Background: an optimization exercise with open tools, aiming at small area. Do not read the settings as production practice.
At most, simulation tests tie the RTL to the original design; equivalence was not proved.
No functional check of the RTL was part of runs 1 to 4.
The clock cells of run 6 come from the design's own scripts or RTL, not from TritonCTS.
The clock input has no modelled driver; a real chip could not lean on it and would need a root buffer or a full tree.
Power figures rest on the tool's default switching activity, not on a simulated workload.

==> flow/design.v <==
module weather_box (
	input clk,
	input rst_n,
	output [7:0] led,
	output [9:0] lcd_ram_addr,
	output lcd_ram_en,
	input  [7:0] lcd_ram_data,
	output LCD_RS,
	output LCD_RW,
	output LCD_EN,
	output [7:0] LCD_D
	);
reg r_rst;
reg rst;
reg [15:0] r_t;
wire w_t_low0 = (r_t[14:0] == 15'd0);
wire w_t_zero = w_t_low0 & ~r_t[15];
wire w_t_fb = r_t[15] ^ r_t[13] ^ r_t[12] ^ r_t[10] ^ w_t_low0;
reg r_mode;           
reg [4:0] r_s;        
reg [1:0] r_p;        
reg [7:0] r_data;     
reg r_en;             
localparam P_E = 2'd0;  
localparam P_B = 2'd1;  
localparam P_C = 2'd2;  
localparam P_A = 2'd3;  
wire w_last = (r_s == 5'd31);
wire w_n_long = !r_mode && (r_s == 5'd10 || r_s == 5'd31);          
wire w_n_250  = (!r_mode && r_s == 5'd11) || (r_mode && r_p == P_E);
wire w_n_2000 = r_mode && r_p == P_A && w_last;
wire w_chg = !r_mode ? (r_s == 5'd10 || r_s == 5'd11 || r_s == 5'd30 || r_s == 5'd31)
                     : (r_p == P_E || ((r_p == P_A || r_p == P_C) && w_last));
wire w_end  = w_n_long ? (~r_t[0] & r_t[1] & r_t[2] & r_t[3] & ~r_t[4] & ~r_t[5] & ~r_t[6] & ~r_t[7] & r_t[8] & ~r_t[9] & ~r_t[10] & ~r_t[11] & r_t[12] & r_t[13] & ~r_t[14]) : w_n_250 ? (~r_t[0] & ~r_t[5] & ~r_t[7] & ~r_t[8] & ~r_t[9] & r_t[14]) : w_n_2000 ? (r_t[0] & ~r_t[3] & ~r_t[4] & ~r_t[5] & ~r_t[8] & r_t[9] & r_t[10] & ~r_t[14] & r_t[15]) : r_t[10];
wire w_pre  = w_n_long ? (r_t[0] & r_t[1] & r_t[2] & ~r_t[3] & ~r_t[4] & ~r_t[5] & ~r_t[6] & r_t[7] & ~r_t[8] & ~r_t[9] & ~r_t[10] & r_t[11] & r_t[12] & ~r_t[13] & r_t[14] & r_t[15]) : w_n_250 ? (r_t[0] & r_t[1] & ~r_t[2] & ~r_t[4] & ~r_t[7] & ~r_t[8] & r_t[13]) : w_n_2000 ? (~r_t[0] & ~r_t[2] & ~r_t[3] & ~r_t[4] & r_t[8] & ~r_t[11] & ~r_t[13] & r_t[14] & ~r_t[15]) : r_t[9];
wire w_fall = w_n_long ? (r_t[0] & ~r_t[1] & ~r_t[2] & r_t[3] & r_t[4] & ~r_t[5] & r_t[6] & ~r_t[7] & ~r_t[8] & ~r_t[9] & ~r_t[10] & ~r_t[11] & r_t[12] & ~r_t[13] & r_t[14] & ~r_t[15]) : w_n_250 ? (~r_t[2] & r_t[3] & ~r_t[5] & r_t[6] & ~r_t[13] & r_t[15]) : w_n_2000 ? (~r_t[1] & ~r_t[4] & r_t[5] & ~r_t[11] & r_t[12] & ~r_t[13] & r_t[14] & ~r_t[15]) : r_t[4];
wire w_step = w_end & ~rst;
always @(posedge clk) begin
	r_rst <= rst_n;
	if (!r_rst) begin
		rst <= 1'b1;
		r_t <= 16'h0001;
	end else if (rst && w_t_zero) begin
		rst <= 1'b0;
		r_t <= 16'h0002;
	end else if (w_step) begin
		r_t <= w_chg ? 16'h0001 : 16'h0002;
	end else begin
		r_t <= {r_t[14:0], w_t_fb};
	end
end
always @(posedge clk) begin
	if (rst)
		r_en <= 1'b1;
	else if (w_pre)
		r_en <= 1'b1;
	else if (w_fall)
		r_en <= 1'b0;
end
always @(posedge clk) begin
	if (rst) begin
		r_mode <= 1'b0;
		r_s <= 5'd10;
		r_p <= P_E;
	end else if (w_step) begin
		if (!r_mode) begin
			if (r_s == 5'd31)
				r_mode <= 1'b1;
			r_s <= r_s + 5'd1;
			r_p <= P_E;
		end else begin
			case (r_p)
				P_E: r_p <= P_B;
				P_A: begin r_p <= P_B; r_s <= r_s + 5'd1; end
				P_B: r_p <= P_C;
				default: r_p <= P_A;
			endcase
		end
	end
end
wire [7:0] w_rom =
	({8{r_s == 5'd11}} & 8'h01) |
	({8{r_s == 5'd12}} & 8'h38) |
	({8{r_s == 5'd13}} & 8'h0e) |
	({8{r_s == 5'd14}} & 8'h06) |
	({8{r_s == 5'd15}} & 8'h48) |
	({8{r_s == 5'd16}} & 8'h65) |
	({8{r_s == 5'd17}} & 8'h6c) |
	({8{r_s == 5'd18}} & 8'h6c) |
	({8{r_s == 5'd19}} & 8'h6f) |
	({8{r_s == 5'd20}} & 8'h20) |
	({8{r_s == 5'd21}} & 8'h77) |
	({8{r_s == 5'd22}} & 8'h6f) |
	({8{r_s == 5'd23}} & 8'h72) |
	({8{r_s == 5'd24}} & 8'h6c) |
	({8{r_s == 5'd25}} & 8'h64) |
	({8{r_s == 5'd26}} & 8'h2c) |
	({8{r_s == 5'd27}} & 8'h20) |
	({8{r_s == 5'd28}} & 8'h75) |
	({8{r_s == 5'd29}} & 8'h77) |
	({8{r_s == 5'd30}} & 8'h75);
reg [7:0] w_d;
always @(*) begin
	if (!r_mode)
		w_d = w_rom;
	else begin
		case (r_p)
			P_E: w_d = 8'h01;
			P_B: w_d = 8'h00;
			P_C: w_d = r_data;
			default: w_d = w_last ? 8'h02 : (r_s == 5'd15) ? 8'hc0 : 8'h00;
		endcase
	end
end
always @(posedge clk)
	if (w_step && r_mode && r_p == P_B)
		r_data <= lcd_ram_data;
assign LCD_D = w_d;
assign LCD_RS = r_mode ? (r_p == P_C) : (r_s >= 5'd15 && r_s <= 5'd30);
assign LCD_RW = 1'b0;
assign LCD_EN = r_en;
assign lcd_ram_en = r_mode;
assign lcd_ram_addr = {5'b00000, r_s};
reg [11:0] r_c;       
reg [7:0] r_x;        
reg [2:0] r_y;        
reg r_half;           
reg [7:0] r_v;        
reg [7:0] r_w;        
reg r_win;            
reg r_first;          
wire w_c_low0 = (r_c[10:0] == 11'd0);
wire w_tick = w_c_low0 & ~r_c[11];
wire w_c_one = w_c_low0 & r_c[11];
wire w_c_fb = r_c[11] ^ r_c[5] ^ r_c[3] ^ r_c[0] ^ w_c_low0;
wire [5:0] w_duty = r_x[7:2];
wire w_x_zero = (r_x == 8'd0);
wire w_restart = w_tick && (r_x[1:0] == 2'd0) && !w_x_zero;
always @(posedge clk) begin
	if (rst) begin
		r_x <= 8'd129;
		r_y <= 3'd0;
		r_half <= 1'b0;
		r_first <= 1'b1;
	end else begin
		if (w_tick) begin
			r_x <= w_x_zero ? 8'd131 : r_x - 8'd1;
			r_y <= (r_y == 3'd4) ? 3'd0 : r_y + 3'd1;
		end
		if (w_c_one && r_y == 3'd4)
			r_half <= ~r_half;
		if (w_restart)
			r_first <= 1'b0;
	end
	r_c <= (rst || w_tick) ? 12'hed1 : {r_c[10:0], w_c_fb};
	r_v <= (rst || w_restart || r_v == 8'd0) ? 8'd254 : r_v - 8'd1;
	r_w <= rst ? 8'h02 : {r_w[6:0], r_w[7] ^ r_w[5] ^ r_w[4] ^ r_w[3]};
	r_win <= !rst && (r_w == 8'h17 || (r_win && r_w[7:1] != 7'd0));
end
wire w_low = (r_v[7:5] == 3'd0);
wire w_v5_zero = (r_v[4:0] == 5'd0);
wire w_v_zero = w_low && w_v5_zero;
wire w_hit55 = (r_v == 8'd55);
wire w_hit0 = r_first ? (r_v == 8'd253) : w_hit55;
wire [4:0] w_d5 = w_duty[4:0];
wire [4:0] w_vd = r_v[4:0] - w_d5;
reg [5:0] r_on;
genvar i;
generate
	for (i = 0; i < 6; i = i + 1) begin : g_led
		wire set = w_low && (w_vd == ((32 - 5 * i) % 32));
		always @(posedge clk)
			r_on[i] <= !rst && w_low && !w_v5_zero && (set || r_on[i]);
		wire special = (i == 0) ? (w_d5 == 5'd0) : (w_duty == 5 * i);
		assign led[i] = r_on[i] || (special && ((i == 0) ? w_hit0 : w_hit55));
	end
endgenerate
assign led[6] = 1'b0;
assign led[7] = r_half && r_win;
endmodule
==> flow/flow/run.sh <==
#!/bin/bash
# Layout: the standard flow (standard.sh) with two changes to how the
# layout is built: port buffers use the smallest buffer (buf_1), and clock
# tree synthesis uses its own buffer list and clustering, without dummy loads.
set -euo pipefail
cat >> config.mk <<'CFG'
export BUFFER_PORTS_ARGS = -buffer_cell sky130_fd_sc_hd__buf_1
export CTS_ARGS = -sink_clustering_enable -repair_clock_nets -dont_use_dummy_load -sink_clustering_size 25 -sink_clustering_max_diameter 400 -buf_list {sky130_fd_sc_hd__clkbuf_8}
CFG
bash standard.sh > standard.log 2>&1
==> flow/standard.sh <==
#!/bin/bash
# synth_recipe.tcl (not shown) runs the flow's synth.tcl, then flattens the netlist and writes it again
# the make line also repeats each setting of config.mk as NAME=value (left out here)
make -C /OpenROAD-flow-scripts/flow DESIGN_CONFIG=/design/flow/config.mk WORK_HOME=/design/flow/orfs CLKGATE_MAP_FILE= SYNTH_SCRIPT=/design/flow/synth_recipe.tcl "${@:-finish}"
==> flow/config.mk <==
export PLATFORM = sky130hd
export DESIGN_NAME = weather_box
export DESIGN_NICKNAME = weather_box
export VERILOG_FILES = /design/flow/design.v
export SDC_FILE = /design/flow/constraint.sdc
export NUM_CORES = 4
export LEC_CHECK = 0
export CAP_MARGIN = 20
export CORE_MARGIN = 2
export CORE_UTILIZATION = 40
export SLEW_MARGIN = 20
export BUFFER_PORTS_ARGS = -buffer_cell sky130_fd_sc_hd__buf_1
export CTS_ARGS = -sink_clustering_enable -repair_clock_nets -dont_use_dummy_load -sink_clustering_size 25 -sink_clustering_max_diameter 400 -buf_list {sky130_fd_sc_hd__clkbuf_8}
==> flow/constraint.sdc <==
create_clock -name core_clock -period 10.0 [get_ports {clk}]
set_input_delay 2.0000 -clock core_clock [delete_from_list [all_inputs] [get_ports {clk}]]
set_output_delay 2.0000 -clock core_clock [all_outputs]
set_load 0.01 [all_outputs]
==> impl_results.md, run 1 <==
- Worst Clk Skew: 0.0247 ns
- Detail Route Antenna Nets: 0
- Via count: about 3.4k
- # clock sinks: between 80 and 90
- P_leak: between 1.5 and 2 nW
- Post-synth cell types: 67
- Drt initial violations: ~240
- Most frequent cells in the layout: 75 x dfxtp_1, 42 x nor2_1, 36 x nand2_1
- Diode count: 0
- Area growth from synthesis to layout: 6.72%
- Total Power: roughly 0.58 mW
- Gpl congestion: about 0.89
- Peak VDD IR: ~0.063 mV
- Crit path kind: flop to output pin
- Setup TNS: 0 ns
- DRC violations left: 0
- Max-slew headroom: ~42%
- Layout Utilization: 44.3%
- Top_reg_cell synth: dfxtp_1
- Initial antenna violation count: 0
- Place WS: a little under 6 ns
- Worst setup margin: between 5 and 6 ns
- Met3 Track Usage GR: 2.42%
- Register Area: approximately 1700 µm²
- Row Count: 37
- GRT Max-Usage Layer: met2
- Largest net degree at the start of global routing: 37
- Global-route wire length before repair: ~15 mm
- Clock Tree Root: clkbuf_8
- Worst setup SP type: flop
- Final hold vios: 0
- Cells after Synth: ~490
- Status: timing/DRC/antenna clean
- IO Port Bufs: 32
- Routed WL: 8.69 mm
- Die Footprint: 11600 µm²
- Clk slew on worst S/H paths: 0.08 ns
- Hold Path Class: flop to flop
- Worst path arrival time: about 2.5 ns
- Cts hold-fix bufs: 0
- Share of layout cells above drive strength 1: between 4 and 5%
- Power Density: approximately 130 nW/µm²
- Synthesized area: ~4300 µm²
- Final min period: approximately 4.5 ns
- Clock latency on the worst-skew pair: between 0.3 and 0.4 ns
- Yosys Warn Count: 1
- Worst Setup End Kind: output pin
- GRT Residual Overflow: 0
- Die H: between 100 and 150 µm
- Seq cells post-synth: between 80 and 90
- Slew @ Worst Pin: around 0.86 ns
- # Post-CTS Setup Buffers: 0
- Grt met1 use: 21.3%
- Sequential element share of the synthesized area: about two fifths
- Pins Over Slew Limit: 0
- Vias in the first global route: between 3k and 4k
- Multi-input gate area: roughly 2300 µm²
- Period utilisation layout: between 40% and 50%
- Achievable frequency: 0.222 GHz
- GRT Util Overall: between 15 and 20%
- Number of levels in the clock H-tree: 3
- Post_cts resized: 0
- CORE AREA: ~10000 µm²
- First-pass detailed-route iteration total: 6
- Layout Nets: 541
- Fill count: between 1k and 1.5k
- Total CTS buffers: 9
- CP Data Required Time: about 8 ns
- EDFF count, synth: 8
- Final HPWL DP: 6.30 mm
- Max FO, Critical Path: 8
- Hold WS: 0.433 ns
- Commonest non-fill, non-tap cell in the layout: dfxtp_1
- Mean routed wirelength per cell: 13.5 µm
- Maxcap violations: 0
- Initial Utilization: between 40% and 50%
- Async S/R FF share, synth: 0%
- Die X: about 110 µm
- Avg Inst Size Synth: roughly 9 µm²
- RSZ-0062 raised after global routing: false
- Ports: 40
- CTS tree: yes
- Routed vias/inst: 5.35
- Setup Viol. Count Final: 0
- Routing usage on met2: roughly a quarter
- Maximum root-to-sink buffer count: 2
layer usage:
layer | up-vias | share of wire [%]
li1 | 1748 | -
met3 | 17 | 3.7
met4 | 0 | 2.4
met5 | - | 0
met2 | 84 | 45
met1 | 1585 | 49
metrics by stage:
stage,std cells,instance area [µm²]
2_1_floorplan,492,4340
4_1_cts,642,4610
5_1_grt,642,4610
3_5_place_dp,633,4490
3_3_place_gp,633,4490
6_report,642,4610
path summary, 6_finish.rpt:
path          start  slack (ns)  depth (start not counted)        to
max          r_s[1]        5.49                          9  LCD_D[3]
min           r_rst        0.43                          1       rst
max reg2reg  r_s[0]        6.85                         10   r_t[13]
min reg2reg   r_rst        0.43                          1       rst
flip-flops by register name, summed over array words and instances (netlist names):
| signal | cells |
|---|---|
| r_t | 16 |
| r_data | 8 |
| r_c | 12 |
| r_s | 5 |
| r_w | 8 |
| r_y | 3 |
| r_x | 8 |
| r_rst | 1 |
| r_en | 1 |
| r_half | 1 |
| r_on | 6 |
| r_p | 2 |
| r_mode | 1 |
| r_v | 8 |
| r_first | 1 |
| rst | 1 |
| r_win | 1 |
layout make-up:
| cell class | instances | area share (%) |
|---|---|---|
| inverter | 25 | 2.04 |
| tap | 136 | 3.69 |
| sequential | 83 | 37.8 |
| clock buffer | 9 | 2.69 |
| timing repair buffer | 34 | 2.93 |
| multi-input combinational | 355 | 50.9 |
synthesized netlist by cell type, drive strengths merged, types with 8 or more instances:
library cell	count	area (µm²)
a211oi	9	80.1
a21oi	21	105
and2	18	113
buf	13	101
clkbuf	16	60.1
dfxtp	75	1500
edfxtp	8	240
ha	22	275
inv	24	90.1
nand2	36	135
nand3	17	85.1
nor2	42	158
nor2b	12	75.1
nor3	12	60.1
nor4	8	56.3
o21ai	21	105
or3	11	68.8
xnor2	18	158
xor2	8	70.1
critical path: stages (launching register included):
cell	delay [ns]
dfxtp_1	0.39
inv_1	0.13
ha_1	0.29
o21ba_2	0.23
o21ai_0	0.14
a21oi_1	0.09
a41o_1	0.22
a2111oi_0	0.44
a21oi_1	0.07
buf_1	0.17
cell families after synthesis:
family / Yosys count / synth area share, %
other: 1 / 0.0868
buffers and inverters: 54 / 5.91
flip-flops: 83 / 40.3
XOR/XNOR: 26 / 5.27
AO/OA/AOI/OAI: 100 / 16.3
adder cells (fa/ha/maj): 23 / 6.84
multiplexers: 1 / 0.232
AND/OR/NAND/NOR: 198 / 25.1
power by group:
group	switching [mW]	internal, mW	leakage (nW)
logic	0.0252	0.0173	0.917
registers	0.00862	0.345	0.681
clock network	0.102	0.0805	0.0647
==> run 2, diff against run 1 <==
==> flow/flow/run.sh (replaced) <==
#!/bin/bash
# Layout: the standard flow (standard.sh) with two changes to how the
# layout is built: port buffers use the smallest buffer (buf_1), and clock
# tree synthesis uses its own buffer list and clustering, without dummy loads.
set -euo pipefail
cat >> config.mk <<'CFG'
export BUFFER_PORTS_ARGS = -buffer_cell sky130_fd_sc_hd__buf_1
export CTS_ARGS = -sink_clustering_enable -sink_clustering_size 80 -sink_clustering_max_diameter 1000 -sink_clustering_levels 1 -repair_clock_nets -dont_use_dummy_load -buf_list {sky130_fd_sc_hd__clkbuf_16}
CFG
bash standard.sh > standard.log 2>&1
--- a/flow/config.mk
+++ b/flow/config.mk
@@ -10,4 +10,4 @@
 export CORE_UTILIZATION = 40
 export SLEW_MARGIN = 20
 export BUFFER_PORTS_ARGS = -buffer_cell sky130_fd_sc_hd__buf_1
-export CTS_ARGS = -sink_clustering_enable -repair_clock_nets -dont_use_dummy_load -sink_clustering_size 25 -sink_clustering_max_diameter 400 -buf_list {sky130_fd_sc_hd__clkbuf_8}
+export CTS_ARGS = -sink_clustering_enable -sink_clustering_size 80 -sink_clustering_max_diameter 1000 -sink_clustering_levels 1 -repair_clock_nets -dont_use_dummy_load -buf_list {sky130_fd_sc_hd__clkbuf_16}
==> run 2 against run 1 <==
Design area is 2.2% higher. Global-route usage is essentially flat. Register-to-register slack about the same. Die area did not move. Cell count did not move. Synthesized area stayed put. Combinational power is essentially flat. Largest power group unchanged.
==> impl_results.md, run 2 <==
- Status: timing/DRC/antenna clean
- Async S/R FF share, synth: 0%
- Worst path arrival time: roughly 2.5 ns
- Peak VDD IR: 0.0727 mV
- Most instantiated cells after synthesis: 75 x dfxtp_1, 42 x nor2_1, 36 x nand2_1, 24 x inv_1, 22 x ha_1
- Worst-path cell chain: inv_1, ha_1, o21ba_2, o21ai_0, a21oi_1, a41o_1, a2111oi_0, a21oi_1, buf_1
- Commonest non-fill, non-tap cell in the layout: dfxtp_1
- Global-route wire length before repair: ~15 mm
- Hold Path Class: flop to flop
- Die Footprint: about 12000 µm²
- Avg Inst Size Synth: 8.89 µm²
- Hold WS: 0.436 ns
- Die X: between 100 and 150 µm
- Clock latency on the worst-skew pair: 0.33 ns
- Slew @ Worst Pin: between 0.8 and 0.9 ns
- GRT Util Overall: around 16%
- Yosys Warn Count: 1
- Largest family of logic cells by synthesized area: simple AND/OR/NAND/NOR gates
- Switching pwr: approximately 0.15 mW
- Vias in the first global route: 3163
- Achievable frequency: about 0.22 GHz
- Setup Viol. Count Final: 0
- Area growth from synthesis to layout: 9.07%
- Simple logic cell fraction of the synthesized area: 25.1%
- Most frequent cells in the layout: 75 x dfxtp_1, 42 x nor2_1, 36 x nand2_1
- Top Registers: r_t x16, r_c x12
- # Post-CTS Setup Buffers: 0
- DRC violations left: 0
- Diode count: 0
- Initial antenna violation count: 0
- Worst Setup End Kind: output pin
- Cells after Synth: 486
- IO Port Bufs: 32
- Top cell type's share of synthesized area: between 30% and 40%
- Layout Nets: 541
- Max-slew headroom: between 40% and 50%
- Delay-heaviest family, CP: compound AO/OA/AOI/OAI gates
- Register bank with the most flops: r_t
- Max FO, Critical Path: 8
- Slowest-stage cell, CP: a2111oi_0
- Initial Utilization: about 41%
- Fill count: 1002
- # clock sinks: between 80 and 90
- Worst Clk Skew: about 0.016 ns
- CTS tree: yes
- EDFF count, synth: 8
- P_leak: 1.71 nW
- Internal: approximately 0.52 mW
- Compound-Gate Fraction of Synth Area: between 10% and 20%
- CP Buf/Inv Count: 2
- Setup TNS: 0 ns
- CP Data Required Time: 8.00 ns
- Cts hold-fix bufs: 0
- Ports: 40
- Worst stage delay on the critical path: between 0.4 and 0.5 ns
- Sequential element share of the synthesized area: 40.3%
- Largest net degree at the start of global routing: 37
- Combinational Power Share: approximately 6.4%
- Clock share of power: just over 40%
- Period utilisation layout: between 40% and 50%
- Place WS: 5.89 ns
- Drt initial violations: between 200 and 250
- Pins Over Slew Limit: 0
- Crit path kind: flop to output pin
- Detail Route Antenna Nets: 0
- Final hold vios: 0
- Clock Tree Root: clkbuf_16
- Clk slew on worst S/H paths: approximately 0.06 ns
- Via count: approximately 3.4k
- Switch share: a little over a fifth
- Final HPWL DP: roughly 6.3 mm
- Share of layout cells above drive strength 1: between 4 and 5%
- Mean routed wirelength per cell: around 14 µm
- Row Count: 37
- Synth Area in Adders: under 10%
- Die H: around 110 µm
- Post_cts resized: 0
- CORE AREA: about 10000 µm²
- Seq cells post-synth: 83
- Routed vias/inst: between 5 and 6
- Post-synth top area cell: dfxtp_1
- Power Density: 142 nW/µm²
- Top_reg_cell synth: dfxtp_1
- Post-Synth XOR/XNOR Area: 5.27%
- Maximum root-to-sink buffer count: 2
- Synthesized area: between 4000 and 5000 µm²
- Main area contributors after synthesis: dfxtp_1 35%, ha_1 6.4%, edfxtp_1 5.6%, nor2_1 3.7%, xnor2_1 3.7%
- Routed WL: between 8 and 9 mm
- Worst setup margin: ~5.5 ns
- Mux cell area share after synthesis: 0.232%
- GRT Residual Overflow: 0
- Final min period: around 4.5 ns
- Total CTS buffers: 9
- Number of levels in the clock H-tree: 3
- Top-count cell post-synth: dfxtp_1
- Maxcap violations: 0
- RSZ-0062 raised after global routing: false
- CP dominant cell by count: a21oi_1
- Post-synth cell types: between 60 and 70
- Max reg flops: 16
- First-pass detailed-route iteration total: 5
- Part of the power in registers: 53.1%
- Gpl congestion: approximately 0.9
- Worst setup SP type: flop
-- run 2: area by class of cell --
type	count	area [µm²]	area share, %
repair buffers	34	135	2.87
inverters	25	93.8	1.99
clock buffers	9	225	4.78
well taps	136	170	3.61
multi-input cells	355	2340	49.8
flip-flops and latches	83	1740	37.0
-- run 2: kinds of logic (layout without fill, tap and decap cells) --
kind of cell               after synthesis  after routing
xor gates and xnor gates                26             26
and+or+nand+nor                        198            198
buffers and inverters                   54             68
other                                    1              7
AOI/OAI and AO/OA                      100            100
DFF                                     83             83
muxes                                    1              1
adders and majority gates               23             23
-- run 2: metal layers --
| metal | share of wire (%) | routed length [µm] | track usage, % |
|---|---|---|---|
| met5 | 0 | 0 | 0 |
| met1 | 49 | 4320 | 21.1 |
| met4 | 2.1 | 181 | 7.33 |
| met3 | 3.1 | 274 | 2.78 |
| met2 | 45 | 3950 | 24.5 |
-- run 2: worst register-to-register path, stage by stage (launching register included) --
cell	delay [ns]
dfxtp_1	0.42
ha_1	0.38
inv_1	0.14
nor2_1	0.16
ha_1	0.26
and3_1	0.26
a21boi_0	0.19
and3b_1	0.21
o211a_1	0.36
nor3b_4	0.49
and2_1	0.20
-- run 2: power by group through the flow --
stage | clock [mW] | sequential [mW] | combinational [mW]
6_report | 0.271 | 0.354 | 0.0424
5_1_grt | 0.291 | 0.355 | 0.0484
4_1_cts | 0.279 | 0.354 | 0.0432
3_5_place_dp | 0 | 0.361 | 0.0429
3_3_place_gp | 0 | 0.361 | 0.0420
2_1_floorplan | 0 | 0.358 | 0.0366
-- run 2: per-stage QoR --
stage / cell area, µm² / std cells / util (%) / power [mW]
2_1_floorplan: 4340 / 492 / - / 0.395
3_3_place_gp: 4490 / 633 / 43.1 / 0.403
3_5_place_dp: 4490 / 633 / 43.1 / 0.404
4_1_cts: 4710 / 642 / 45.2 / 0.676
5_1_grt: 4710 / 642 / 45.2 / 0.695
6_report: 4710 / 642 / 45.2 / 0.667
-- run 2: final timing paths --
path | startpoint | to | slack, ns | depth (start not counted)
worst max-delay path | r_s[1] | LCD_D[3] | 5.52 | 9
worst min-delay path | r_rst | rst | 0.44 | 1
worst max register to register | r_s[0] | r_t[15] | 6.85 | 10
worst min register to register | r_rst | rst | 0.44 | 1
==> run 3, diff against run 2 <==
--- a/flow/design.v
+++ b/flow/design.v
@@ -21,20 +21,20 @@
 reg [1:0] r_p;        
 reg [7:0] r_data;     
 reg r_en;             
-localparam P_E = 2'd0;  
-localparam P_B = 2'd1;  
-localparam P_C = 2'd2;  
-localparam P_A = 2'd3;  
+localparam P_E = 2'd2;  
+localparam P_B = 2'd3;  
+localparam P_C = 2'd0;  
+localparam P_A = 2'd1;  
 wire w_last = (r_s == 5'd31);
 wire w_n_long = !r_mode && (r_s == 5'd10 || r_s == 5'd31);          
 wire w_n_250  = (!r_mode && r_s == 5'd11) || (r_mode && r_p == P_E);
 wire w_n_2000 = r_mode && r_p == P_A && w_last;
 wire w_chg = !r_mode ? (r_s == 5'd10 || r_s == 5'd11 || r_s == 5'd30 || r_s == 5'd31)
                      : (r_p == P_E || ((r_p == P_A || r_p == P_C) && w_last));
-wire w_end  = w_n_long ? (~r_t[0] & r_t[1] & r_t[2] & r_t[3] & ~r_t[4] & ~r_t[5] & ~r_t[6] & ~r_t[7] & r_t[8] & ~r_t[9] & ~r_t[10] & ~r_t[11] & r_t[12] & r_t[13] & ~r_t[14]) : w_n_250 ? (~r_t[0] & ~r_t[5] & ~r_t[7] & ~r_t[8] & ~r_t[9] & r_t[14]) : w_n_2000 ? (r_t[0] & ~r_t[3] & ~r_t[4] & ~r_t[5] & ~r_t[8] & r_t[9] & r_t[10] & ~r_t[14] & r_t[15]) : r_t[10];
 wire w_pre  = w_n_long ? (r_t[0] & r_t[1] & r_t[2] & ~r_t[3] & ~r_t[4] & ~r_t[5] & ~r_t[6] & r_t[7] & ~r_t[8] & ~r_t[9] & ~r_t[10] & r_t[11] & r_t[12] & ~r_t[13] & r_t[14] & r_t[15]) : w_n_250 ? (r_t[0] & r_t[1] & ~r_t[2] & ~r_t[4] & ~r_t[7] & ~r_t[8] & r_t[13]) : w_n_2000 ? (~r_t[0] & ~r_t[2] & ~r_t[3] & ~r_t[4] & r_t[8] & ~r_t[11] & ~r_t[13] & r_t[14] & ~r_t[15]) : r_t[9];
 wire w_fall = w_n_long ? (r_t[0] & ~r_t[1] & ~r_t[2] & r_t[3] & r_t[4] & ~r_t[5] & r_t[6] & ~r_t[7] & ~r_t[8] & ~r_t[9] & ~r_t[10] & ~r_t[11] & r_t[12] & ~r_t[13] & r_t[14] & ~r_t[15]) : w_n_250 ? (~r_t[2] & r_t[3] & ~r_t[5] & r_t[6] & ~r_t[13] & r_t[15]) : w_n_2000 ? (~r_t[1] & ~r_t[4] & r_t[5] & ~r_t[11] & r_t[12] & ~r_t[13] & r_t[14] & ~r_t[15]) : r_t[4];
-wire w_step = w_end & ~rst;
+reg r_end;             
+wire w_step = r_end & ~rst;
 always @(posedge clk) begin
 	r_rst <= rst_n;
 	if (!r_rst) begin
@@ -49,6 +49,8 @@
 		r_t <= {r_t[14:0], w_t_fb};
 	end
 end
+always @(posedge clk)
+	r_end <= w_pre;
 always @(posedge clk) begin
 	if (rst)
 		r_en <= 1'b1;
==> flow/flow/run.sh (replaced) <==
#!/bin/bash
# Layout: the standard flow (standard.sh) with two changes to how the
# layout is built: port buffers use the smallest buffer (buf_1), and clock
# tree synthesis uses its own buffer list, without dummy loads.
set -euo pipefail
cat >> config.mk <<'CFG'
export BUFFER_PORTS_ARGS = -buffer_cell sky130_fd_sc_hd__buf_1
export CTS_ARGS = -sink_clustering_enable -repair_clock_nets -dont_use_dummy_load -root_buf sky130_fd_sc_hd__clkbuf_16 -buf_list {sky130_fd_sc_hd__clkbuf_4}
CFG
bash standard.sh > standard.log 2>&1
--- a/flow/config.mk
+++ b/flow/config.mk
@@ -10,4 +10,4 @@
 export CORE_UTILIZATION = 40
 export SLEW_MARGIN = 20
 export BUFFER_PORTS_ARGS = -buffer_cell sky130_fd_sc_hd__buf_1
-export CTS_ARGS = -sink_clustering_enable -sink_clustering_size 80 -sink_clustering_max_diameter 1000 -sink_clustering_levels 1 -repair_clock_nets -dont_use_dummy_load -buf_list {sky130_fd_sc_hd__clkbuf_16}
+export CTS_ARGS = -sink_clustering_enable -repair_clock_nets -dont_use_dummy_load -root_buf sky130_fd_sc_hd__clkbuf_16 -buf_list {sky130_fd_sc_hd__clkbuf_4}
==> run 3 against run 2 <==
Hold slack improved by 0.0078 ns. Critical path depth fell by 2. Sequential cell count rose by 1. Non-clock buffer count fell by 1. Design area rose by 0.42%. Global-route usage rose by 0.59 points. Total power rose by 0.68%. Critical path type unchanged. Critical endpoint is now LCD_D[6]. Largest cell class unchanged.
==> impl_results.md, run 3 <==
- Worst hold stages: 1
- Top-count cell post-synth: dfxtp_1
- Crit path kind: flop to output pin
- Drt initial violations: about 220
- GRT Residual Overflow: 0
- Setup TNS: 0 ns
- IO Port Bufs: 32
- First-pass detailed-route iteration total: 5
- DRC violations left: 0
- Slowest-stage cell, CP: ha_1
- Maxcap violations: 0
- CORE AREA: roughly 10000 µm²
- Avg Inst Size Synth: about 8.8 µm²
- Hold Path Class: flop to flop
- Row Count: 37
- Slew @ Worst Pin: between 0.7 and 0.8 ns
- Synthesized area: 4320 µm²
- Max FO, Critical Path: 13
- Worst-path cell chain: ha_1, nor2_1, or2_2, a221oi_1, nor4_1, a31oi_1, buf_1
- Top cell type's share of synthesized area: between 30% and 40%
- RSZ-0062 raised after global routing: false
- # Post-CTS Setup Buffers: 0
- Post-synth top area cell: dfxtp_1
- Die H: 108 µm
- Post_cts resized: 0
- Largest net degree at the start of global routing: 41
- Area growth from synthesis to layout: 9.44%
- Worst setup SP type: flop
- Max-slew headroom: 46.7%
- Clock Tree Root: clkbuf_16
- Final min period: 4.56 ns
- Share of layout cells above drive strength 1: between 4 and 5%
- Most instantiated cells after synthesis: 76 x dfxtp_1, 41 x nand2_1, 41 x nor2_1, 23 x inv_1, 21 x ha_1
- Dpl cell area: between 4000 and 5000 µm²
- Vias in the first global route: approximately 3.3k
- Seq cells post-synth: 84
- Worst path arrival time: approximately 2.6 ns
- Post-synth cell types: 61
- Fin area: between 4000 and 5000 µm²
- Setup Viol. Count Final: 0
- Power Density: roughly 140 nW/µm²
- Die X: 108 µm
- Ports: 40
- GRT Util Overall: between 10% and 20%
- Top Registers: r_t x16, r_c x12
- Main area contributors after synthesis: dfxtp_1 35%, ha_1 6.1%, edfxtp_1 5.6%, xnor2_1 3.6%, nand2_1 3.6%
- # clock sinks: 84
- Pins Over Slew Limit: 0
- Die Footprint: approximately 12000 µm²
- Final HPWL DP: 6.41 mm
- Yosys Warn Count: 1
- Detail Route Antenna Nets: 0
- Status: timing/DRC/antenna clean
- Global-route wire length before repair: 15.4 mm
- CP Data Required Time: about 8 ns
- Peak VDD IR: a little over 0.06 mV
- Gpl congestion: approximately 0.90
- Period utilisation layout: ~46%
- Total CTS buffers: 9
- Clk slew on worst S/H paths: around 0.05 ns
- Layout Nets: about 550
- Clock latency on the worst-skew pair: 0.33 ns
- Routed WL: 9.00 mm
- Achievable frequency: roughly 0.22 GHz
- Maximum root-to-sink buffer count: 2
- Diode count: 0
- Mean routed wirelength per cell: around 14 µm
- Sequential element share of the synthesized area: about two fifths
- Async S/R FF share, synth: 0%
- Cts hold-fix bufs: 0
- Top_reg_cell synth: dfxtp_1
- Cells after Synth: between 400 and 500
- Register Area: roughly 1800 µm²
- Worst Clk Skew: between 0.01 and 0.015 ns
- Register bank with the most flops: r_t
- Initial antenna violation count: 0
- Commonest non-fill, non-tap cell in the layout: dfxtp_1
- Final hold vios: 0
- Worst stage delay on the critical path: between 0.4 and 0.5 ns
- Via count: between 3k and 4k
- CTS tree: yes
- Most frequent cells in the layout: 76 x dfxtp_1, 41 x nand2_1, 41 x nor2_1
- Routed vias/inst: 5.43
- P_leak: around 1.8 nW
- Max reg flops: 16
- EDFF count, synth: 8
- Multi-input gate area: between 2000 and 2500 µm²
- Worst Setup End Kind: output pin
- Worst R2R Path Depth: 7
- Hold WS: about 0.44 ns
- Fill count: around 1.0k
- Number of levels in the clock H-tree: 3
- Initial Utilization: about two fifths
## run 3: metal layers
layer  vias up  global-route usage (%)  wire length, µm
li1       1784                       -                -
met1      1644                    21.1             4330
met2        80                    26.4             4200
met3         9                    4.34              381
met4         0                    5.59               85
met5         -                       0                0
## run 3: final cells by class
class	instances	area share, %
inverter	23	1.82
multi-input combinational	363	49.9
clock buffer	9	4.76
timing repair buffer	33	2.70
tap	136	3.60
sequential	84	37.2
## run 3: kinds of logic (layout without fill, tap and decap cells)
kind of cell / after synthesis / count (layout) / share of synthesized area [%]
adders and majority gates: 22 / 22 / 6.54
and+or+nand+nor: 206 / 206 / 25.8
muxes: 2 / 2 / 0.521
other: 1 / 7 / 0.0867
DFF: 84 / 84 / 40.8
buffers and inverters: 52 / 65 / 5.18
AOI/OAI and AO/OA: 100 / 100 / 15.9
xor gates and xnor gates: 26 / 26 / 5.27
## run 3: worst max-delay path: cells and delay by family, from the launching register on
kind | cells | cell delay [ns]
buf+inv | 1 | 0.17
simple gates | 3 | 0.54
flops | 1 | 0.45
fa+ha+maj | 1 | 0.47
compound gates | 2 | 0.61
## run 3: through the flow
step	instances	setup WS, ns	power, mW	util [%]
2_1_floorplan	499	6.14	0.397	-
5_1_grt	648	5.19	0.699	45.4
6_report	648	5.44	0.672	45.4
3_5_place_dp	639	5.80	0.406	43.3
3_3_place_gp	639	5.89	0.405	43.3
4_1_cts	648	5.44	0.681	45.4
## run 3: final timing paths
path / startpoint / endpoint / slack, ns
worst max-delay path: r_s[1] / LCD_D[6] / 5.44
worst min-delay path: r_rst / rst / 0.44
worst min register to register: r_rst / rst / 0.44
worst max register to register: r_s[2] / r_en / 7.51
## run 3: power by group
group / internal, mW / total, mW / switching, mW
Sequential: 0.349 / 0.357 / 0.00809
Clock: 0.158 / 0.273 / 0.115
Combinational: 0.0174 / 0.0411 / 0.0237
Total: 0.525 / 0.672 / 0.147
==> run 4, diff against run 3 <==
==> flow/flow/run.sh (replaced) <==
#!/bin/bash
# Layout: the standard flow (standard.sh) with two changes to how the
# layout is built: port buffers use the smallest buffer (buf_1), and clock
# tree synthesis uses its own buffer list, without dummy loads.
set -euo pipefail
cat >> config.mk <<'CFG'
export BUFFER_PORTS_ARGS = -buffer_cell sky130_fd_sc_hd__buf_1
export CTS_ARGS = -sink_clustering_enable -repair_clock_nets -dont_use_dummy_load -root_buf sky130_fd_sc_hd__clkbuf_16 -buf_list {sky130_fd_sc_hd__clkbuf_2}
CFG
bash standard.sh > standard.log 2>&1
--- a/flow/config.mk
+++ b/flow/config.mk
@@ -10,4 +10,4 @@
 export CORE_UTILIZATION = 40
 export SLEW_MARGIN = 20
 export BUFFER_PORTS_ARGS = -buffer_cell sky130_fd_sc_hd__buf_1
-export CTS_ARGS = -sink_clustering_enable -repair_clock_nets -dont_use_dummy_load -root_buf sky130_fd_sc_hd__clkbuf_16 -buf_list {sky130_fd_sc_hd__clkbuf_4}
+export CTS_ARGS = -sink_clustering_enable -repair_clock_nets -dont_use_dummy_load -root_buf sky130_fd_sc_hd__clkbuf_16 -buf_list {sky130_fd_sc_hd__clkbuf_2}
==> run 4 against run 3 <==
Cell count unchanged. Clock skew unchanged. Largest power group unchanged. Synthesized cell count unchanged. Clock-buffer cell count unchanged.
==> impl_results.md, run 4 <==
- Status: timing/DRC/antenna clean
- Seq cells post-synth: 84
- Dpl cell area: approximately 4500 µm²
- Internal: ~0.52 mW
- Share of layout cells above drive strength 1: under 10%
- Routed vias/inst: 5.43
- Yosys Warn Count: 1
- Avg Inst Size Synth: 8.77 µm²
- Max reg flops: 16
- # clock sinks: 84
- Die H: around 110 µm
- Gpl congestion: between 0.8 and 0.9
- R2R Setup Slk: approximately 7.5 ns
- Sequential element share of the synthesized area: about two fifths
- Routed WL: 9.00 mm
- Reg2reg start: r_s[2]
- Max-slew headroom: a little under half
- EDFF count, synth: 8
- Worst stage delay on the critical path: around 0.47 ns
- Fill count: slightly above 1k
- Period utilisation layout: between 40 and 50%
- CTS tree: yes
- Switching pwr: around 0.15 mW
- Drt initial violations: 218
- Most instantiated cells after synthesis: 76 x dfxtp_1, 41 x nand2_1, 41 x nor2_1, 23 x inv_1, 21 x ha_1
- First-pass detailed-route iteration total: 5
- Worst hold path startpoint: r_rst
- Achievable frequency: about 0.22 GHz
- Setup TNS: 0 ns
- DRC violations left: 0
- Worst hold stages: 1
- Clock latency on the worst-skew pair: approximately 0.33 ns
- Number of levels in the clock H-tree: 3
- Die Footprint: 11700 µm²
- Worst path arrival time: around 2.6 ns
- Worst R2R Path Depth: 7
- Hold worst-path end: rst
- Delay-heaviest family, CP: compound AO/OA/AOI/OAI gates
- Final HPWL DP: roughly 6.4 mm
- CP Buf/Inv Count: 1
- Switch share: 21.9%
- Clk slew on worst S/H paths: ~0.050 ns
- GRT Util Overall: between 10% and 20%
- Final Non-Filler Cells: approximately 650
- Top_reg_cell synth: dfxtp_1
- Initial Utilization: around two fifths
- Area growth from synthesis to layout: 9.44%
- Detail Route Antenna Nets: 0
- Power Density: 142 nW/µm²
- GRT Residual Overflow: 0
- Top-count cell post-synth: dfxtp_1
- DP Cell Count: 639
- Peak VDD IR: 0.0623 mV
- Clock share of power: about two fifths
- Initial antenna violation count: 0
- Maximum root-to-sink buffer count: 2
- Diode count: 0
- Slowest-stage cell, CP: ha_1
- Most frequent cells in the layout: 76 x dfxtp_1, 41 x nand2_1, 41 x nor2_1
- Total CTS buffers: 9
- Vias in the first global route: 3338
- Top Registers: r_t x16, r_c x12
- Post_cts resized: 0
- Largest net degree at the start of global routing: between 40 and 50
- Async S/R FF share, synth: 0%
- Ports: 40
- Post-synth cell types: just over 60
- Setup Viol. Count Final: 0
- Die X: 108 µm
- Main area contributors after synthesis: dfxtp_1 35%, ha_1 6.1%, edfxtp_1 5.6%, xnor2_1 3.6%, nand2_1 3.6%
- RR Endpoint: r_en
- Worst setup SP type: flop
- Global-route wire length before repair: 15.4 mm
- Part of the power in registers: 53.2%
- P_leak: 1.77 nW
- Cts hold-fix bufs: 0
- Combinational Power Share: under 10%
- CP Data Required Time: about 8.0 ns
- Mean routed wirelength per cell: about 14 µm
- Commonest non-fill, non-tap cell in the layout: dfxtp_1
- Final min period: 4.56 ns
- Top cell type's share of synthesized area: a little over a third
- CORE AREA: roughly 10000 µm²
- Clock Tree Root: clkbuf_16
- Via count: 3517
- Worst Setup End Kind: output pin
- Max FO, Critical Path: 13
- Cells after Synth: a little under 500
- RSZ-0062 raised after global routing: false
- IO Port Bufs: 32
- Fin area: ~4700 µm²
- Synthesized area: around 4300 µm²
- Worst Clk Skew: approximately 0.011 ns
- Crit path kind: flop to output pin
- Maxcap violations: 0
- Hold Path Class: flop to flop
- Register bank with the most flops: r_t
- Final hold vios: 0
- Layout Utilization: ~45%
- Layout Nets: 546
- Row Count: 37
- # Post-CTS Setup Buffers: 0
- Worst-path cell chain: ha_1, nor2_1, or2_2, a221oi_1, nor4_1, a31oi_1, buf_1
- Post-synth top area cell: dfxtp_1
- Slew @ Worst Pin: ~0.8 ns
- Pins Over Slew Limit: 0
[run 4: worst reg2reg max path, delay by kind of cell, from the launching register on]
kind,cells,cell delay [ns]
flops,1,0.80
simple gates,3,0.58
compound gates,2,0.47
mux,1,0.29
fa+ha+maj,1,0.24
[run 4: worst max-delay path by stage]
stage / from / to / slack (ns) / depth (start not counted)
2_1_floorplan: r_s[2] / LCD_RS / 6.14 / 7
3_3_place_gp: r_s[1] / LCD_D[6] / 5.89 / 7
3_5_place_dp: r_s[1] / LCD_D[6] / 5.80 / 7
4_1_cts: r_s[1] / LCD_D[6] / 5.44 / 7
5_1_grt: r_s[1] / LCD_D[2] / 5.19 / 7
6_report: r_s[1] / LCD_D[6] / 5.44 / 7
[run 4: kinds of logic (layout without fill, tap and decap cells)]
family | Yosys count | count (layout) | synth area share [%]
AO/OA/AOI/OAI | 100 | 100 | 15.9
multiplexers | 2 | 2 | 0.521
buffers and inverters | 52 | 65 | 5.18
XOR/XNOR | 26 | 26 | 5.27
other | 1 | 7 | 0.0867
flip-flops | 84 | 84 | 40.8
adder cells (fa/ha/maj) | 22 | 22 | 6.54
AND/OR/NAND/NOR | 206 | 206 | 25.8
[run 4: cell type report]
type | count | area (µm²) | area share, %
multi-input cells | 363 | 2360 | 49.9
flip-flops and latches | 84 | 1760 | 37.2
clock buffers | 9 | 225 | 4.76
well taps | 136 | 170 | 3.60
repair buffers | 33 | 128 | 2.70
inverters | 23 | 86.3 | 1.82
[run 4: layer usage]
metal	global-route usage [%]	vias to the layer above	routed length [µm]
met3	4.34	9	381
met4	5.59	0	85
met2	26.4	80	4200
met5	0	-	0
met1	21.1	1644	4330
li1	-	1784	-
[run 4: power by group through the flow]
stage / Clock, mW / Sequential, mW / Combinational, mW
after global routing: 0.293 / 0.359 / 0.0472
after floorplan: 0 / 0.362 / 0.0350
after CTS: 0.282 / 0.357 / 0.0416
final: 0.273 / 0.357 / 0.0411
after detailed placement: 0 / 0.364 / 0.0413
after global placement: 0 / 0.364 / 0.0408
[run 4: through the flow]
stage / power [mW] / setup WS, ns / hold WS, ns
5_1_grt: 0.699 / 5.19 / 0.468
3_5_place_dp: 0.406 / 5.80 / 0.434
2_1_floorplan: 0.397 / 6.14 / 0.396
4_1_cts: 0.681 / 5.44 / 0.448
6_report: 0.672 / 5.44 / 0.444
3_3_place_gp: 0.405 / 5.89 / 0.426
==> run 5, diff against run 4 <==
--- a/flow/design.v
+++ b/flow/design.v
@@ -31,10 +31,10 @@
 wire w_n_2000 = r_mode && r_p == P_A && w_last;
 wire w_chg = !r_mode ? (r_s == 5'd10 || r_s == 5'd11 || r_s == 5'd30 || r_s == 5'd31)
                      : (r_p == P_E || ((r_p == P_A || r_p == P_C) && w_last));
+wire w_end  = w_n_long ? (~r_t[0] & r_t[1] & r_t[2] & r_t[3] & ~r_t[4] & ~r_t[5] & ~r_t[6] & ~r_t[7] & r_t[8] & ~r_t[9] & ~r_t[10] & ~r_t[11] & r_t[12] & r_t[13] & ~r_t[14]) : w_n_250 ? (~r_t[0] & ~r_t[5] & ~r_t[7] & ~r_t[8] & ~r_t[9] & r_t[14]) : w_n_2000 ? (r_t[0] & ~r_t[3] & ~r_t[4] & ~r_t[5] & ~r_t[8] & r_t[9] & r_t[10] & ~r_t[14] & r_t[15]) : r_t[10];
 wire w_pre  = w_n_long ? (r_t[0] & r_t[1] & r_t[2] & ~r_t[3] & ~r_t[4] & ~r_t[5] & ~r_t[6] & r_t[7] & ~r_t[8] & ~r_t[9] & ~r_t[10] & r_t[11] & r_t[12] & ~r_t[13] & r_t[14] & r_t[15]) : w_n_250 ? (r_t[0] & r_t[1] & ~r_t[2] & ~r_t[4] & ~r_t[7] & ~r_t[8] & r_t[13]) : w_n_2000 ? (~r_t[0] & ~r_t[2] & ~r_t[3] & ~r_t[4] & r_t[8] & ~r_t[11] & ~r_t[13] & r_t[14] & ~r_t[15]) : r_t[9];
 wire w_fall = w_n_long ? (r_t[0] & ~r_t[1] & ~r_t[2] & r_t[3] & r_t[4] & ~r_t[5] & r_t[6] & ~r_t[7] & ~r_t[8] & ~r_t[9] & ~r_t[10] & ~r_t[11] & r_t[12] & ~r_t[13] & r_t[14] & ~r_t[15]) : w_n_250 ? (~r_t[2] & r_t[3] & ~r_t[5] & r_t[6] & ~r_t[13] & r_t[15]) : w_n_2000 ? (~r_t[1] & ~r_t[4] & r_t[5] & ~r_t[11] & r_t[12] & ~r_t[13] & r_t[14] & ~r_t[15]) : r_t[4];
-reg r_end;             
-wire w_step = r_end & ~rst;
+wire w_step = w_end & ~rst;
 always @(posedge clk) begin
 	r_rst <= rst_n;
 	if (!r_rst) begin
@@ -49,8 +49,6 @@
 		r_t <= {r_t[14:0], w_t_fb};
 	end
 end
-always @(posedge clk)
-	r_end <= w_pre;
 always @(posedge clk) begin
 	if (rst)
 		r_en <= 1'b1;
==> flow/flow/run.sh (replaced) <==
#!/bin/bash
# Layout: the standard flow (standard.sh, which logs each step under
# orfs/logs) with two changes to how the layout is built: the port buffers
# use the smallest buffer (buf_1), and clock tree synthesis uses its own
# buffer list, without dummy loads.
set -euo pipefail
cat >> config.mk <<'CFG'
export BUFFER_PORTS_ARGS = -buffer_cell sky130_fd_sc_hd__buf_1
export CTS_ARGS = -sink_clustering_enable -repair_clock_nets -dont_use_dummy_load -buf_list {sky130_fd_sc_hd__clkbuf_8}
CFG
bash standard.sh > standard.log 2>&1
--- a/flow/config.mk
+++ b/flow/config.mk
@@ -10,4 +10,4 @@
 export CORE_UTILIZATION = 40
 export SLEW_MARGIN = 20
 export BUFFER_PORTS_ARGS = -buffer_cell sky130_fd_sc_hd__buf_1
-export CTS_ARGS = -sink_clustering_enable -repair_clock_nets -dont_use_dummy_load -root_buf sky130_fd_sc_hd__clkbuf_16 -buf_list {sky130_fd_sc_hd__clkbuf_2}
+export CTS_ARGS = -sink_clustering_enable -repair_clock_nets -dont_use_dummy_load -buf_list {sky130_fd_sc_hd__clkbuf_8}
==> run 5 against run 4 <==
Clock power decreased by 33%. Cell count shrank 1.2%. Synthesized cell count fell by 2.8%. First-iteration DRC count is 27% lower. Setup slack better by 0.23 ns. Clock-buffer cell count is the same. Routed wire length decreased by 4.3%. Sequential cell count is 1 lower. Clock skew increased by 0.0051 ns. Critical path type unchanged.
==> impl_results.md, run 5 <==
- Status: timing/DRC/antenna clean
- Avg Inst Size Synth: 8.86 µm²
- Layout Nets: 539
- Worst hold stages: 1
- GRT Util Overall: between 10% and 20%
- Initial Utilization: approximately two fifths
- Drt initial violations: 160
- Worst hold path startpoint: r_rst
- Hold WS: 0.432 ns
- Top Registers: r_t x16, r_c x12
- R2R Setup Slk: between 6 and 7 ns
- Stages on the worst setup path: 9
- CORE AREA: a little over 10000 µm²
- Mean routed wirelength per cell: 13.5 µm
- Maximum root-to-sink buffer count: 2
- Yosys Warn Count: 1
- Setup Viol. Count Final: 0
- Synth Area in Adders: approximately 7.0%
- Initial antenna violation count: 0
- Routed vias/inst: ~5.3
- IO Port Bufs: 32
- Slew @ Worst Pin: between 0.9 and 1 ns
- Hold worst-path end: rst
- Achievable frequency: between 0.2 and 0.25 GHz
- Seq cells post-synth: 83
- Die X: 107 µm
- Compound-Gate Fraction of Synth Area: between 10% and 20%
- Top cell type's share of synthesized area: ~35%
- Global-route wire length before repair: about 15 mm
- Clock latency on the worst-skew pair: between 0.3 and 0.4 ns
- Cts hold-fix bufs: 0
- Worst stage delay on the critical path: around 0.43 ns
- Combinational Power Share: just over 7%
- Hold Path Class: flop to flop
- Worst Clk Skew: between 0.015 and 0.02 ns
- Pins Over Slew Limit: 0
- Worst setup SP type: flop
- Setup TNS: 0 ns
- Simple logic cell fraction of the synthesized area: between 20% and 30%
- Maxcap violations: 0
- Main area contributors after synthesis: dfxtp_1 35%, ha_1 6.5%, edfxtp_1 5.7%, nand2_1 3.4%, nor2_1 3.4%
- Final HPWL DP: around 6.2 mm
- Register Area: ~1700 µm²
- # clock sinks: 83
- M1 WL: 4.40 mm
- CTS tree: yes
- CP Data Required Time: ~8.0 ns
- Register bank with the most flops: r_t
- Crit path kind: flop to output pin
- Switch share: a little under a quarter
- Diode count: 0
- Routed length on met3: roughly 290 µm
- DRC violations left: 0
- Post-synth cell types: between 60 and 70
- Delay-heaviest family, CP: compound AO/OA/AOI/OAI gates
- Most instantiated cells after synthesis: 75 x dfxtp_1, 39 x nand2_1, 39 x nor2_1, 26 x inv_1, 22 x ha_1
- Top_reg_cell synth: dfxtp_1
- Post-synth top area cell: dfxtp_1
- Worst path arrival time: roughly 2.3 ns
- EDFF count, synth: 8
- Internal: 0.442 mW
- Clock share of power: 31.7%
- Cells after Synth: between 400 and 500
- Row Count: 37
- First-pass detailed-route iteration total: 5
- Power Density: approximately 130 nW/µm²
- Share of layout cells above drive strength 1: under 10%
- P_leak: about 1.6 nW
- Final min period: between 4 and 5 ns
- Slowest-stage cell, CP: a2111oi_0
- Ports: 40
- Total CTS buffers: 9
- Post_cts resized: 0
- Period utilisation layout: between 40% and 50%
- RSZ-0062 raised after global routing: false
- Via count: 3366
- Detail Route Antenna Nets: 0
- Most frequent cells in the layout: 75 x dfxtp_1, 39 x nand2_1, 39 x nor2_1
- Part of the power in registers: roughly 61%
- Worst-path cell chain: inv_1, ha_1, o21bai_1, a21oi_1, o21ai_0, o31ai_1, a2111oi_0, a21oi_1, buf_1
- Sequential element share of the synthesized area: about two fifths
- CP Buf/Inv Count: 2
- Commonest non-fill, non-tap cell in the layout: dfxtp_1
- Max FO, Critical Path: 7
- Max reg flops: 16
- Reg2reg start: r_s[0]
- Mux cell area share after synthesis: less than 1%
- Number of levels in the clock H-tree: 3
- Routed WL: 8.61 mm
- Multi-input gate area: 2320 µm²
- Vias in the first global route: between 3k and 4k
- Synthesized area: 4250 µm²
- Worst R2R Path Depth: 7
- GRT Residual Overflow: 0
- Final hold vios: 0
- Met2 WL: about 3.8 mm
- Die Footprint: approximately 11000 µm²
- CP dominant cell by count: a21oi_1
- Peak VDD IR: about 0.056 mV
- Die H: about 110 µm
- Area growth from synthesis to layout: 8.02%
- Max-slew headroom: ~34%
- Top sig layer: met4
- Async S/R FF share, synth: 0%
- Top-count cell post-synth: dfxtp_1
- Largest net degree at the start of global routing: 32
- Switching pwr: between 0.1 and 0.15 mW
- Clk slew on worst S/H paths: around 0.08 ns
- Post-Synth XOR/XNOR Area: under 10%
- Fill count: ~1.0k
- Largest family of logic cells by synthesized area: simple AND/OR/NAND/NOR gates
- RR Endpoint: r_data[3]
- Gpl congestion: 0.853
- Worst Setup End Kind: output pin
- # Post-CTS Setup Buffers: 0
- Clock Tree Root: clkbuf_8
run 5: cell count changes in the layout (fill, tap and decap cells not counted), moves of 5 or more:
| cell | change |
|---|---|
| nor3_1 | +7 |
| nor4_1 | -6 |
| clkbuf_16 | -9 |
| o22ai_1 | -5 |
| clkbuf_8 | +9 |
run 5: kinds of logic after synthesis:
group	after synthesis
AND/OR/NAND/NOR	197
AO/OA/AOI/OAI	96
multiplexers	4
buffers and inverters	50
XOR/XNOR	25
other	1
adder cells (fa/ha/maj)	23
flip-flops	83
run 5: worst max-delay path by stage:
stage                start  endpoint  slack (ns)
floorplan           r_s[2]    LCD_RS        6.20
global placement    r_s[1]  LCD_D[3]        6.09
detailed placement  r_s[1]  LCD_D[3]        6.07
CTS                 r_s[1]  LCD_D[3]        5.66
global route        r_s[1]  LCD_D[3]        5.41
finish              r_s[1]  LCD_D[3]        5.67
run 5: metal layers:
metal  track usage (%)  vias up
met4              6.12        0
met3              3.77       12
met5                 0        -
li1                  -     1730
met1              22.2     1569
met2              23.6       55
run 5: worst reg2reg max path, cell delays in order, from the launching register on:
cell      delay, ns
dfxtp_1        0.35
inv_1          0.14
ha_1           0.31
or3b_2         0.47
a211oi_1       0.53
a41oi_1        0.22
a211oi_4       0.48
and3_1         0.47
run 5: layout make-up:
cell class,count,area share [%]
sequential,83,38.0
tap,136,3.71
multi-input combinational,352,50.5
inverter,26,2.13
clock buffer,9,2.70
timing repair buffer,34,2.95
run 5: power by group through the flow:
stage                     clock, mW  combinational [mW]  sequential, mW
after floorplan                   0              0.0353           0.358
after global placement            0              0.0402           0.362
after detailed placement          0              0.0415           0.362
after CTS                     0.192              0.0417           0.354
after global routing          0.207              0.0476           0.355
final                         0.184              0.0416           0.354
run 5: per-stage QoR:
step / cells / setup slack [ns] / utilization [%] / instance area [µm²] / power [mW]
2_1_floorplan: 485 / 6.20 / - / 4270 / 0.393
3_3_place_gp: 631 / 6.09 / 43.2 / 4460 / 0.402
3_5_place_dp: 631 / 6.07 / 43.2 / 4460 / 0.403
4_1_cts: 640 / 5.66 / 44.4 / 4580 / 0.588
5_1_grt: 640 / 5.41 / 44.4 / 4590 / 0.610
6_report: 640 / 5.67 / 44.4 / 4590 / 0.579
==> run 6, diff against run 5 <==
==> flow/flow/run.sh (replaced) <==
#!/bin/bash
# Layout: the standard flow (standard.sh; each step logs under orfs/logs)
# with two changes to how the layout is built: the port buffers use the
# smallest buffer (buf_1), and after clock tree synthesis flow/cts_post.tcl
# replaces the tree with the clock port driving 3 leaf buffers (sky130_fd_sc_hd__clkbuf_16),
# one per group of nearby registers.
set -euo pipefail
cat >> config.mk <<CFG
export BUFFER_PORTS_ARGS = -buffer_cell sky130_fd_sc_hd__buf_1
export CTS_ARGS = -sink_clustering_enable -repair_clock_nets -dont_use_dummy_load -buf_list {sky130_fd_sc_hd__clkbuf_8}
export POST_CTS_TCL = $PWD/flow/cts_post.tcl
export MCTS_K = 3
export MCTS_BUF = sky130_fd_sc_hd__clkbuf_16
CFG
bash standard.sh > standard.log 2>&1
==> flow/flow/cts_post.tcl (new file) <==
# Replace the clock tree that clock_tree_synthesis built with a flat one:
# the clock port drives K leaf buffers, each placed at the centre of a
# group of register clock pins (k-means on their positions).
set K $::env(MCTS_K)
set bufname $::env(MCTS_BUF)
set block [ord::get_db_block]
set clk [$block findNet clk]
# remove the buffers CTS inserted: move their sinks back onto clk
set changed 1
while {$changed} {
  set changed 0
  foreach it [$clk getITerms] {
    set inst [$it getInst]
    if {[[$inst getMaster] isSequential]} { continue }
    set out ""
    foreach t [$inst getITerms] {
      if {[$t isOutputSignal]} { set out [$t getNet] }
    }
    if {$out eq "" || $out eq "NULL"} { continue }
    foreach s [$out getITerms] {
      if {[$s getInst] ne $inst} { $s disconnect; $s connect $clk }
    }
    foreach t [$inst getITerms] { $t disconnect }
    odb::dbInst_destroy $inst
    odb::dbNet_destroy $out
    set changed 1
    break
  }
}
set pts {}
foreach it [$clk getITerms] {
  set inst [$it getInst]
  lassign [$inst getLocation] x y
  lappend pts [list $it $x $y]
}
set n [llength $pts]
puts "manual clock tree: $n sinks"
set sorted [lsort -integer -index 1 $pts]
set cs {}
for {set k 0} {$k < $K} {incr k} {
  set p [lindex $sorted [expr {int(($k + 0.5) * $n / $K)}]]
  lappend cs [list [lindex $p 1] [lindex $p 2]]
}
for {set iter 0} {$iter < 30} {incr iter} {
  set sx [lrepeat $K 0]; set sy [lrepeat $K 0]; set cnt [lrepeat $K 0]
  set asg {}
  foreach p $pts {
    set best 0; set bd 1e18
    for {set k 0} {$k < $K} {incr k} {
      lassign [lindex $cs $k] cx cy
      set d [expr {abs([lindex $p 1] - $cx) + abs([lindex $p 2] - $cy)}]
      if {$d < $bd} { set bd $d; set best $k }
    }
    lappend asg $best
    lset sx $best [expr {[lindex $sx $best] + [lindex $p 1]}]
    lset sy $best [expr {[lindex $sy $best] + [lindex $p 2]}]
    lset cnt $best [expr {[lindex $cnt $best] + 1}]
  }
  for {set k 0} {$k < $K} {incr k} {
    if {[lindex $cnt $k] > 0} {
      lset cs $k [list [expr {[lindex $sx $k] / [lindex $cnt $k]}] [expr {[lindex $sy $k] / [lindex $cnt $k]}]]
    }
  }
}
set master [[ord::get_db] findMaster $bufname]
for {set k 0} {$k < $K} {incr k} {
  set inst [odb::dbInst_create $block $master "clkleaf_$k"]
  set net [odb::dbNet_create $block "clkleaf_net_$k"]
  $net setSigType CLOCK
  [$inst findITerm A] connect $clk
  [$inst findITerm X] connect $net
  lassign [lindex $cs $k] cx cy
  $inst setLocation [expr {int($cx)}] [expr {int($cy)}]
  $inst setPlacementStatus PLACED
  set members 0
  foreach p $pts a $asg {
    if {$a == $k} {
      set it [lindex $p 0]
      $it disconnect
      $it connect $net
      incr members
    }
  }
  puts "clkleaf_$k: $members sinks at $cx $cy"
}
detailed_placement
estimate_parasitics -placement
report_check_types -max_slew -max_capacitance -violators
report_clock_skew
--- a/flow/config.mk
+++ b/flow/config.mk
@@ -11,3 +11,6 @@
 export SLEW_MARGIN = 20
 export BUFFER_PORTS_ARGS = -buffer_cell sky130_fd_sc_hd__buf_1
 export CTS_ARGS = -sink_clustering_enable -repair_clock_nets -dont_use_dummy_load -buf_list {sky130_fd_sc_hd__clkbuf_8}
+export POST_CTS_TCL = /design/flow/flow/cts_post.tcl
+export MCTS_K = 3
+export MCTS_BUF = sky130_fd_sc_hd__clkbuf_16
==> run 6 against run 5 <==
Synthesized cell count unchanged. Synthesized area is the same. Clock skew is 0.0086 ns lower. Critical path depth is the same. Total power decreased by 7.7%. Register-to-register slack worse by 0.07 ns. Sequential power about the same. Critical endpoint unchanged. Combinational power about the same. Still clean.
==> impl_results.md, run 6 <==
- Status: timing/DRC/antenna clean
- Peak VDD IR: 0.0768 mV
- Max FO, Critical Path: 7
- Total Power: approximately 0.53 mW
- RSZ-0062 raised after global routing: false
- Fin area: 4540 µm²
- Avg Inst Size Synth: 8.86 µm²
- EDFF count, synth: 8
- Share of layout cells above drive strength 1: ~3.8%
- Post-synth top area cell: dfxtp_1
- Commonest non-fill, non-tap cell in the layout: dfxtp_1
- Initial antenna violation count: 0
- CORE AREA: roughly 10000 µm²
- Layout Utilization: between 40% and 50%
- Global-route wire length before repair: 14.6 mm
- Layout Nets: ~530
- Final min period: ~4.2 ns
- Top Registers: r_t x16, r_c x12
- Clk slew on worst S/H paths: 0.11 ns
- Achievable frequency: 0.241 GHz
- Top cell type's share of synthesized area: between 30 and 40%
- Gpl congestion: 0.853
- Register bank with the most flops: r_t
- Clock latency on the worst-skew pair: about 0.17 ns
- Via count: approximately 3.3k
- Crit path kind: flop to output pin
- Maxcap violations: 0
- Max-slew headroom: between 30% and 40%
- # clock sinks: 83
- Period utilisation layout: between 40% and 50%
- DRC violations left: 0
- Seq cells post-synth: 83
- Routed WL: 8.48 mm
- Most frequent cells in the layout: 75 x dfxtp_1, 39 x nand2_1, 39 x nor2_1
- Slew @ Worst Pin: approximately 0.98 ns
- GRT Util Overall: 15.2%
- Final hold vios: 0
- Sequential element share of the synthesized area: 41.0%
- Worst setup SP type: flop
- Mean routed wirelength per cell: roughly 13 µm
- Top_reg_cell synth: dfxtp_1
- Largest net degree at the start of global routing: 32
- Post-synth cell types: between 60 and 70
- Hold WS: roughly 0.43 ns
- Row Count: 37
- Setup Viol. Count Final: 0
- Die Footprint: 11500 µm²
- CP Data Required Time: around 8.0 ns
- Diode count: 0
- Worst path arrival time: roughly 2.2 ns
- Ports: 40
- Top-count cell post-synth: dfxtp_1
- Async S/R FF share, synth: 0%
- Most instantiated cells after synthesis: 75 x dfxtp_1, 39 x nand2_1, 39 x nor2_1, 26 x inv_1, 22 x ha_1
- Vias in the first global route: about 3k
- Area growth from synthesis to layout: 6.87%
- Worst Setup End Kind: output pin
- Power Density: roughly 120 nW/µm²
- GRT Residual Overflow: 0
- Drt initial violations: around 150
- Initial Utilization: 41.1%
- Dpl cell area: around 4500 µm²
- First-pass detailed-route iteration total: 4
- Routed vias/inst: 5.28
- Worst Clk Skew: between 0.007 and 0.008 ns
- Pins Over Slew Limit: 0
- Max reg flops: 16
- Die H: roughly 110 µm
- Die X: ~110 µm
- Hold Path Class: flop to flop
- Yosys Warn Count: 1
- Cells after Synth: roughly 480
- Final HPWL DP: between 6 and 7 mm
- IO Port Bufs: 32
- P_leak: between 1.5 and 2 nW
- Main area contributors after synthesis: dfxtp_1 35%, ha_1 6.5%, edfxtp_1 5.7%, nand2_1 3.4%, nor2_1 3.4%
- Synthesized area: about 4200 µm²
- Detail Route Antenna Nets: 0
- Setup TNS: 0 ns
-- run 6: cell counts after synthesis --
Identical to the previous run, type by type.
-- run 6: stage by stage --
| stage | instances | setup slack (ns) |
|---|---|---|
| floorplan | 485 | 6.20 |
| global placement | 631 | 6.09 |
| detailed placement | 631 | 6.07 |
| global route | 634 | 5.59 |
| finish | 634 | 5.85 |
-- run 6: report_power, final --
part	total, mW	internal (mW)	switching, mW
combinational	0.0416	0.0170	0.0246
clock	0.139	0.0556	0.0837
sequential	0.354	0.345	0.00931
total	0.535	0.417	0.118
-- run 6: area by class of cell --
type	instances	area, µm²
inverters	26	97.6
multi-input cells	352	2320
plain buffers	3	75.1
flip-flops and latches	83	1740
fillers	1040	5790
repair buffers	34	135
well taps	136	170
-- run 6: layer usage --
metal / routed length, µm / vias to the layer above / global-route usage, %
li1: - / 1720 / -
met1: 4330 / 1576 / 22.1
met2: 3840 / 41 / 23.7
met3: 213 / 8 / 2.49
met4: 88 / 0 / 3.06
met5: 0 / - / 0
-- run 6: final timing paths --
check | start | to | slack (ns) | depth (start not counted)
worst max-delay path | r_s[1] | LCD_D[3] | 5.85 | 9
worst min-delay path | r_c[8] | r_c[9] | 0.43 | 1
worst max register to register | r_s[0] | r_data[2] | 6.61 | 7
worst min register to register | r_c[8] | r_c[9] | 0.43 | 1
-- run 6: critical path, stage by stage (launching register included) --
cell	delay, ns
dfxtp_1	0.40
inv_1	0.13
ha_1	0.29
o21bai_1	0.15
a21oi_1	0.08
o21ai_0	0.18
o31ai_1	0.10
a2111oi_0	0.41
a21oi_1	0.07
buf_1	0.16
-- run 6: cell families after synthesis --
logic type,Yosys count,share of synthesized area [%]
multiplexers,4,0.973
adder cells (fa/ha/maj),23,6.96
buffers and inverters,50,5.04
AND/OR/NAND/NOR,197,24.7
AO/OA/AOI/OAI,96,16.0
XOR/XNOR,25,5.16
other,1,0.0883
flip-flops,83,41.0

==> afterwards: timing with drivers on the ports <==
No port has a modelled driver above. Below, the same layouts with a new extraction and two added sets of constraints. Step 1: set_driving_cell puts a clkbuf_16 on clk and a buf_2 on each other input, an assumption about the parent block. Step 2, shift: input delay + t, output delay - t, t = (earliest + latest rising clock arrival at the registers) / 2. This alone moves slack from input paths to output paths. a / b / c = ideal ports / drivers / drivers and shift; a / b = the first two.
run	t (ns)	setup WS [ns]	latest minus earliest clock arrival (ns)	worst register clock-pin slew, ns
run 1	0.373	5.486 / 5.452 / 5.825	0.024 / 0.025	0.08 / 0.08
run 2	0.363	5.525 / 5.487 / 5.850	0.016 / 0.016	0.06 / 0.06
run 3	0.360	5.436 / 5.400 / 5.760	0.012 / 0.012	0.06 / 0.06
run 4	0.360	5.436 / 5.400 / 5.760	0.012 / 0.012	0.06 / 0.06
run 5	0.378	5.667 / 5.633 / 6.011	0.016 / 0.016	0.08 / 0.08
run 6	0.229	5.846 / 5.779 / 6.008	0.010 / 0.010	0.11 / 0.11
After both steps setup and hold are still met in every run listed.
